Background: an optimization exercise with open tools, aiming at small area. Do not read the settings as production practice.
At most, simulation tests tie the RTL to the original design; equivalence was not proved.
Power and IR drop assume default switching activity.

==> flow/design.v (excerpt) <==
module kgp_risc( input wire clk, input wire rst,
	output wire [31:0] imem_addr, input wire [31:0] imem_data,
	output wire [9:0] dmem_addr, output wire [31:0] dmem_wdata, output wire dmem_we, output wire dmem_re, input wire [31:0] dmem_rdata );
Settings: LEC_CHECK=0, CAP_MARGIN=20, CORE_MARGIN=2, CORE_UTILIZATION=50, CTS_CLUSTER_DIAMETER=90, CTS_CLUSTER_SIZE=24, PLACE_DENSITY=0.65, SLEW_MARGIN=20, SYNTH_HIERARCHICAL=1, SYNTH_MINIMUM_KEEP_SIZE=0; clock period 25.0 ns.
standard.sh (not shown) runs the stock make flow with config.mk's settings and CLKGATE_MAP_FILE= SYNTH_SCRIPT=/design/flow/synth_recipe.tcl, a recipe that flattens the netlist after the stock synthesis.
==> flow/flow/run.sh <==
#!/bin/bash
# Own layout flow: the standard ORFS flow (standard.sh, with the unchanged standard
# synthesis and every step as standard), except that port buffering uses buf_2 cells
# (BUFFER_PORTS_ARGS) instead of ORFS's default choice; every input and output port still
# gets its own buffer.
# make's full output goes to standard_finish.log here; ORFS keeps each step's log in orfs/logs.
set -euo pipefail
W=$PWD
bash standard.sh \
  "BUFFER_PORTS_ARGS=-buffer_cell sky130_fd_sc_hd__buf_2" \
  finish > "$W/standard_finish.log" 2>&1
Next try:
==> flow/run.sh (new file) <==
#!/bin/bash
# synth_recipe.tcl (not shown) runs the flow's synth.tcl, then flattens the netlist and writes it again
# the make line also repeats each setting of config.mk as NAME=value (left out here)
make -C /OpenROAD-flow-scripts/flow DESIGN_CONFIG=/design/flow/config.mk WORK_HOME=/design/flow/orfs CLKGATE_MAP_FILE= SYNTH_SCRIPT=/design/flow/synth_recipe.tcl finish
- CAP_MARGIN: 20 -> 5
- SLEW_MARGIN: 20 -> 5
removed: flow/flow/run.sh
removed: flow/standard.sh
Effect:
- Now the flow finished but failed the layout checks on max-capacitance violations, max-slew violations
- sequential power is about the same
- total power climbs slightly
- global-route usage climbs by 0.12 points
- cell count barely changes
Next try:
==> flow/flow/run.sh (new file) <==
#!/bin/bash
# Own layout flow: the standard ORFS flow (standard.sh, with the unchanged standard
# synthesis and every step as standard), except that
#  - port buffering uses buf_2 cells (BUFFER_PORTS_ARGS) instead of ORFS's default choice;
#    every input and output port still gets its own buffer;
#  - clock tree synthesis runs with the same sink clustering as config.mk asks for, but
#    without dummy load cells (CTS_ARGS).
# make's full output goes to standard_finish.log here; ORFS keeps each step's log in orfs/logs.
set -euo pipefail
W=$PWD
bash standard.sh \
  "BUFFER_PORTS_ARGS=-buffer_cell sky130_fd_sc_hd__buf_2" \
  "CTS_ARGS=-sink_clustering_enable -repair_clock_nets -sink_clustering_size 24 -sink_clustering_max_diameter 90 -dont_use_dummy_load" \
  finish > "$W/standard_finish.log" 2>&1
==> flow/standard.sh (new file) <==
#!/bin/bash
# synth_recipe.tcl (not shown) runs the flow's synth.tcl, then flattens the netlist and writes it again
# the make line also repeats each setting of config.mk as NAME=value (left out here)
make -C /OpenROAD-flow-scripts/flow DESIGN_CONFIG=/design/flow/config.mk WORK_HOME=/design/flow/orfs CLKGATE_MAP_FILE= SYNTH_SCRIPT=/design/flow/synth_recipe.tcl "${@:-finish}"
- CAP_MARGIN: 5 -> 20
- SLEW_MARGIN: 5 -> 20
removed: flow/run.sh
- Now the flow finished with timing, DRC and antenna clean
- non-clock buffer count came out lower by 3
- die area does not change
- power came out lower by 2.6%
- clock power came out lower by about 5%
- routed wire length came out lower by 0.39%
- via count stays flat
- final cell count came out lower by 0.32%
Next try:
- CORE_UTILIZATION: 50 -> 55
- PLACE_DENSITY: 0.65 -> 0.7
Outcome: First-iteration DRC count fell by a few percent; setup slack is worse by 0.86 ns; via count climbs slightly; non-clock buffer count climbs by 21; flip-flop and latch count does not change; synthesized cell count is unchanged; wire length goes up slightly; power went up slightly.

run a:
Another version of the RTL of kgp_risc (not shown whole).
For scale: roughly 5,400 cells after synthesis, about 140 I/O pins, roughly 61,000 um2 of cells after synthesis.
export LEC_CHECK = 0
export CAP_MARGIN = 20
export CORE_MARGIN = 2
export CORE_UTILIZATION = 60
export PLACE_DENSITY = 0.7
export SLEW_MARGIN = 20
export SYNTH_HIERARCHICAL = 1
export SYNTH_MINIMUM_KEEP_SIZE = 0
create_clock -name core_clock -period 25.0 [get_ports {clk}]
run.sh (not shown) runs the stock make flow with config.mk's settings and CLKGATE_MAP_FILE= SYNTH_SCRIPT=/design/flow/synth_recipe.tcl, a recipe that flattens the netlist after the stock synthesis.
Stock flow here: none of the scripts above is used.
Run a finished end to end and its layout was clean on timing, DRC and antenna.
> inputs changed (run a -> run b)
Settings: CORE_UTILIZATION: 60 -> 45; PLACE_DENSITY: 0.7 -> unset.
[summary]
Of run b and run a, the run reporting the lower total placed instance area was run a. Number of vias in the routed layout (higher): run a. Diff run a..run b | summed instance area of the synthesized netlist | unchanged. On sequential share of layout area: between run b and run a, it ends up higher for run a. Run b gives less count of buffers not belonging to the clock network in the layout than run a did. Of run b and run a, it is run b that has the higher final cell count. Run b ends up with lower power share of the sequential group than run a does. Run b against run a: initial antenna violation count went up 1; share of cells above drive strength 1 went up 0.95 points; area growth from synthesis to layout went up 1.3 points.
Function was not checked in any run of this note: the RTL went through the layout flow alone.

Another version of the RTL of kgp_risc (not shown whole).
Size: roughly 5500 cells after synthesis, roughly 140 I/O pins, ~0.060 mm2 of cells after synthesis.
Settings: LEC_CHECK=0, CAP_MARGIN=20, CORE_MARGIN=2, CORE_UTILIZATION=50, CTS_CLUSTER_DIAMETER=95, CTS_CLUSTER_SIZE=27, PLACE_DENSITY=0.65, SLEW_MARGIN=20, SYNTH_HIERARCHICAL=1, SYNTH_MINIMUM_KEEP_SIZE=0; clock period 25.0 ns.
standard.sh (not shown) runs the stock make flow with config.mk's settings and CLKGATE_MAP_FILE= SYNTH_SCRIPT=/design/flow/synth_recipe.tcl, a recipe that flattens the netlist after the stock synthesis.
==> flow/flow/run.sh <==
#!/bin/bash
# Own layout flow: the standard ORFS flow (standard.sh, with the unchanged standard
# synthesis and every step as standard), except that
#  - port buffering uses buf_2 cells (BUFFER_PORTS_ARGS) instead of ORFS's default choice;
#    every input and output port still gets its own buffer;
#  - clock tree synthesis runs with the same sink clustering as config.mk asks for, but
#    without dummy load cells (CTS_ARGS).
# make's full output goes to standard_finish.log here; ORFS keeps each step's log in orfs/logs.
set -euo pipefail
W=$PWD
bash standard.sh \
  "BUFFER_PORTS_ARGS=-buffer_cell sky130_fd_sc_hd__buf_2" \
  "CTS_ARGS=-sink_clustering_enable -repair_clock_nets -sink_clustering_size 27 -sink_clustering_max_diameter 95 -dont_use_dummy_load" \
  finish > "$W/standard_finish.log" 2>&1
Edit:
--- a/flow/flow/run.sh
+++ b/flow/flow/run.sh
@@ -13 +13 @@
-  "CTS_ARGS=-sink_clustering_enable -repair_clock_nets -sink_clustering_size 27 -sink_clustering_max_diameter 95 -dont_use_dummy_load" \
+  "CTS_ARGS=-sink_clustering_enable -repair_clock_nets -sink_clustering_size 24 -sink_clustering_max_diameter 90 -dont_use_dummy_load" \
- CTS_CLUSTER_DIAMETER: 95 -> 90
- CTS_CLUSTER_SIZE: 27 -> 24
=>
- cell area stays flat
- routed wire length barely changes
- die area stays the same
- non-clock buffer count is unchanged
- area after synthesis does not change
- clock power rose by a few percent
- core utilization rose by 0.11 points
- setup slack stays flat
- clock-buffer cell count rose by 5

-- separate check: timing with driven ports --
The results above use ideal ports. As a check the final layouts listed here were re-extracted and re-timed, cells and wires unchanged. Step 1, drivers: a clkbuf_16 drives clk and a buf_2 each remaining input, both assumed. Step 2 moves the port delays by t, midway between the first and last clock arrival at a register: inputs arrive t later, outputs are due t later. That takes back most of the time a late clock gives input paths. a / b / c = ideal / step 1 / step 2; a / b = the first two.
run	t (ns)	setup slack, ns	hold WS [ns]	worst setup path after step 2	slew at the worst register clock pin (ns)
the first run of note 1	0.789	5.008 / 5.033 / 4.244	0.488 / 0.488 / 0.488	input to register	0.11 / 0.11
the second run of note 1	0.770	3.983 / 4.017 / 3.248	0.499 / 0.499 / 0.499	input to register	0.11 / 0.11
the third run of note 1	0.744	4.917 / 4.943 / 4.200	0.489 / 0.489 / 0.489	input to register	0.11 / 0.11
the fourth run of note 1	0.739	4.060 / 4.104 / 3.365	0.495 / 0.495 / 0.495	input to register	0.11 / 0.11
run a	0.776	6.884 / 6.901 / 6.125	0.474 / 0.474 / 0.474	input to register	0.07 / 0.07
run b	0.851	6.679 / 6.737 / 5.887	0.480 / 0.480 / 0.480	input to register	0.08 / 0.08
the first run of note 3	0.771	4.484 / 4.554 / 3.782	0.493 / 0.493 / 0.493	input to register	0.12 / 0.12
the second run of note 3	0.752	4.484 / 4.533 / 3.781	0.495 / 0.495 / 0.495	input to register	0.11 / 0.11
For run b, which loses most, drivers alone change the setup slack by +0.058 ns; drivers and shift together by -0.792 ns.
